This is an optimization exercise on Yosys and OpenROAD, whose aim is small area, not a production implementation. RTL that was checked went through simulation tests only; none was proved equivalent to the original. The clock port is modelled as an ideal driver; clocking choices that lean on that would not hold on a real chip. Power figures rest on the tool's default switching activity, not on a simulated workload.

Design atm_code, start of the top module:
module atm_code(input clk, input rst, input BTN3, BTN2, BTN1, input [3:0] SW,
                output reg [7:0] LED, output reg [6:0] digit4, digit3, digit2, digit1);
  localparam [3:0] IDLE = 4'd11;
  localparam [3:0] PE3 = 4'd1;
  localparam [3:0] PE2 = 4'd0;
  localparam [3:0] PE1 = 4'd2;
  localparam [3:0] LOCK = 4'd3;
  localparam [3:0] MENU = 4'd10;
  localparam [3:0] MONEY = 4'd8;
  localparam [3:0] WARN = 4'd9;
  localparam [3:0] PC3 = 4'd5;
  localparam [3:0] PC2 = 4'd4;
  localparam [3:0] PC1 = 4'd6;
  localparam [3:0] NEW = 4'd14;
  localparam [3:0] RSTC = 4'd15;
  localparam [3:0] LOCKB = 4'd7;
  reg [3:0] st, disp;
  reg [3:0] pin;
  reg [15:0] bal_d;   
  reg [6:0] x;
  wire isMd = (disp == MONEY);   
  wire [4:0] pend = isMd ? x[4:0] : 5'd0;
  reg [3:0] st_n;
  reg [4:0] pend_n;
  wire s = pend[4];
  wire [4:0] c;
  assign c[0] = s;
  genvar i;
  generate for (i = 0; i < 4; i = i + 1) begin : rca
    assign c[i+1] = (bal_d[i] & pend[i]) | (c[i] & (bal_d[i] ^ pend[i]));
  end endgenerate
  wire [15:0] bal;
  assign bal[3:0] = bal_d[3:0] ^ pend[3:0] ^ c[3:0];
  wire [16:4] k;
  assign k[4] = c[4] ^ s;
  ...
Size: about 45 I/O pins, about 2600 um2 of cells after synthesis.
clock: 5.0 ns
lec_check: 0
cap_margin: 20
core_margin: 2
core_utilization: 40
slew_margin: 20
standard.sh (not shown) runs the stock make flow with config.mk's settings and CLKGATE_MAP_FILE= SYNTH_SCRIPT=/design/flow/synth_recipe.tcl, a recipe that flattens the netlist after the stock synthesis.
==> flow/flow/run.sh <==
#!/bin/bash
# Own layout flow: the standard synthesis, then the combinational logic between the
# standard synthesis's registers is re-mapped by ABC for area (registers, their names and
# cell types are kept as they are). ABC runs with several seeds and two mappers, in two
# rounds (the second starts from the first round's pick); of the netlists whose pre-layout
# worst slack is at least 1.2 ns, the smallest is kept (if none, the one with the best slack). Then the standard layout from floorplan on, with the port buffers
# made of the smallest buffer cell and a clock tree of few, small
# buffers (a clock buffer whose sinks see a slow clock slew after CTS is upsized).
set -euo pipefail
W=$(pwd)
R=$W/orfs/results/$FLOW_PLATFORM/atm_code/base
bash standard.sh synth > std_synth.log 2>&1
cp $R/1_2_yosys.v $W/synth_std.v
# candidates, round 1: ABC seeds 1-6 on the standard synthesis netlist, each mapped with amap
# and with &nf; round 2: seeds 7-12 on the best netlist of round 1. Four at a time.
run_cand() {  # run_cand NAME INPUT.v
  ABC_SCRIPT=$W/area_$1.abc SYNTH_IN=$2 RESYN_OUT=resyn_$1.v yosys -c flow/resyn.tcl > resyn_$1.log 2>&1
  NL=resyn_$1.v openroad -no_init -exit flow/sta.tcl > sta_$1.log 2>&1
}
run_all() {  # run_all INPUT.v NAMES...
  local in=$1 n=0; shift
  for C in "$@"; do
    run_cand $C $in &
    n=$((n + 1))
    if (( n % ${NUM_CORES:-4} == 0 )); then wait; fi
  done
  wait
}
pick() {  # pick NAMES... : the smallest netlist with pre-layout slack >= 1.2 ns, else the best slack
  for C in "$@"; do
    echo "$C $(grep 'Chip area' resyn_$C.log | tail -1 | awk '{print $NF}') $(grep WNS_NS sta_$C.log | awk '{print $2}')"
  done >> candidates.txt
  local b
  b=$(for C in "$@"; do grep "^$C " candidates.txt; done | awk 'NF == 3 && $3 >= 1.2' | sort -k2 -g | head -1 | awk '{print $1}')
  if [[ -z "$b" ]]; then b=$(for C in "$@"; do grep "^$C " candidates.txt; done | awk 'NF == 3' | sort -k3 -gr | head -1 | awk '{print $1}'); fi
  echo $b
}
: > candidates.txt
r1=""
for S in 1 2 3 4 5 6; do
  printf 'strash\n&get -n\n&deepsyn -J 50 -T 120 -S %s\n&put\ndch -f\namap\ntopo\n' $S > area_a$S.abc
  printf 'strash\n&get -n\n&deepsyn -J 50 -T 120 -S %s\n&dch -f\n&nf -R 1000\n&put\ntopo\n' $S > area_n$S.abc
  r1="$r1 a$S n$S"
done
run_all synth_std.v $r1
b1=$(pick $r1)
r2=""
for S in 7 8 9 10 11 12; do
  printf 'strash\n&get -n\n&deepsyn -J 50 -T 120 -S %s\n&put\ndch -f\namap\ntopo\n' $S > area_b$S.abc
  r2="$r2 b$S"
done
run_all resyn_$b1.v $r2
best=$(pick $b1 $r2)
echo "round 1 kept $b1; kept $best" > resyn_choice.txt
cp resyn_$best.v resyn.v
openroad -no_init -exit flow/mkodb.tcl > mkodb.log 2>&1
bash standard.sh $(cat flow/make_args.txt) POST_CTS_TCL=$W/flow/fix_clk.tcl BUFFER_PORTS_ARGS="-buffer_cell sky130_fd_sc_hd__buf_1" \
  CTS_ARGS="$(cat flow/cts_args.txt)" finish > std_finish.log 2>&1
Other scripts of this flow, unchanged in this note and not shown: flow/flow/cts_args.txt, flow/flow/fix_clk.tcl, flow/flow/make_args.txt, flow/flow/mkodb.tcl, flow/flow/resyn.tcl, flow/flow/sta.tcl
The baseline finished with timing, DRC and antenna clean.
Then changed:
--- a/flow/design.v
+++ b/flow/design.v
@@ -1,23 +1,23 @@
 module atm_code(input clk, input rst, input BTN3, BTN2, BTN1, input [3:0] SW,
                 output reg [7:0] LED, output reg [6:0] digit4, digit3, digit2, digit1);
-  localparam [3:0] IDLE = 4'd11;
-  localparam [3:0] PE3 = 4'd1;
-  localparam [3:0] PE2 = 4'd0;
-  localparam [3:0] PE1 = 4'd2;
-  localparam [3:0] LOCK = 4'd3;
-  localparam [3:0] MENU = 4'd10;
-  localparam [3:0] MONEY = 4'd8;
-  localparam [3:0] WARN = 4'd9;
-  localparam [3:0] PC3 = 4'd5;
-  localparam [3:0] PC2 = 4'd4;
-  localparam [3:0] PC1 = 4'd6;
-  localparam [3:0] NEW = 4'd14;
-  localparam [3:0] RSTC = 4'd15;
-  localparam [3:0] LOCKB = 4'd7;
+  localparam [3:0] IDLE = 4'd5;
+  localparam [3:0] PE3 = 4'd13;
+  localparam [3:0] PE2 = 4'd15;
+  localparam [3:0] PE1 = 4'd14;
+  localparam [3:0] LOCK = 4'd12;
+  localparam [3:0] MENU = 4'd7;
+  localparam [3:0] MONEY = 4'd4;
+  localparam [3:0] WARN = 4'd6;
+  localparam [3:0] PC3 = 4'd9;
+  localparam [3:0] PC2 = 4'd11;
+  localparam [3:0] PC1 = 4'd10;
+  localparam [3:0] NEW = 4'd2;
+  localparam [3:0] RSTC = 4'd0;
+  localparam [3:0] LOCKB = 4'd8;
   reg [3:0] st, disp;
   reg [3:0] pin;
   reg [15:0] bal_d;   
   reg [6:0] x;
   wire isMd = (disp == MONEY);   
   wire [4:0] pend = isMd ? x[4:0] : 5'd0;
   reg [3:0] st_n;
=> The changed run completed without violations; die area is lower by 0.37%; combinational power is higher by about 3%; cell count is higher by 1.2%; sequential cell count stays the same; wire length is higher by 2.0%; via count is about the same; sequential share of layout area is lower by 0.18 points; power is higher by 1.6%; hold slack gets better by 0.036 ns; register-to-register slack gets worse by 0.55 ns; critical path depth is higher by 7; utilization barely changes; first-iteration DRC count is higher by 30%; non-clock buffer count stays the same.
No functional check of the RTL was part of the first run of this note.

re-timing with driven ports:
How much do the figures lean on ideal ports? The routed layouts below were timed once more, with nothing changed but the port constraints. Step 1, drivers: a clkbuf_16 drives clk and a buf_2 each remaining input, both assumed. Step 2 moves the port delays by t, midway between the first and last clock arrival at a register: inputs arrive t later, outputs are due t later. That takes back most of the time a late clock gives input paths. Three values: ideal ports, drivers, drivers and shift; two values: the first two.
run | t, ns | setup WS [ns] | worst data-port slew with drivers (ns) | cell pins on the clock port's net
the first run | 0.348 | 1.229 / 1.202 / 1.278 | 0.03 | 1
the second run | 0.347 | 0.735 / 0.735 / 0.735 | 0.04 | 1
After both steps setup and hold are still met in every run listed.
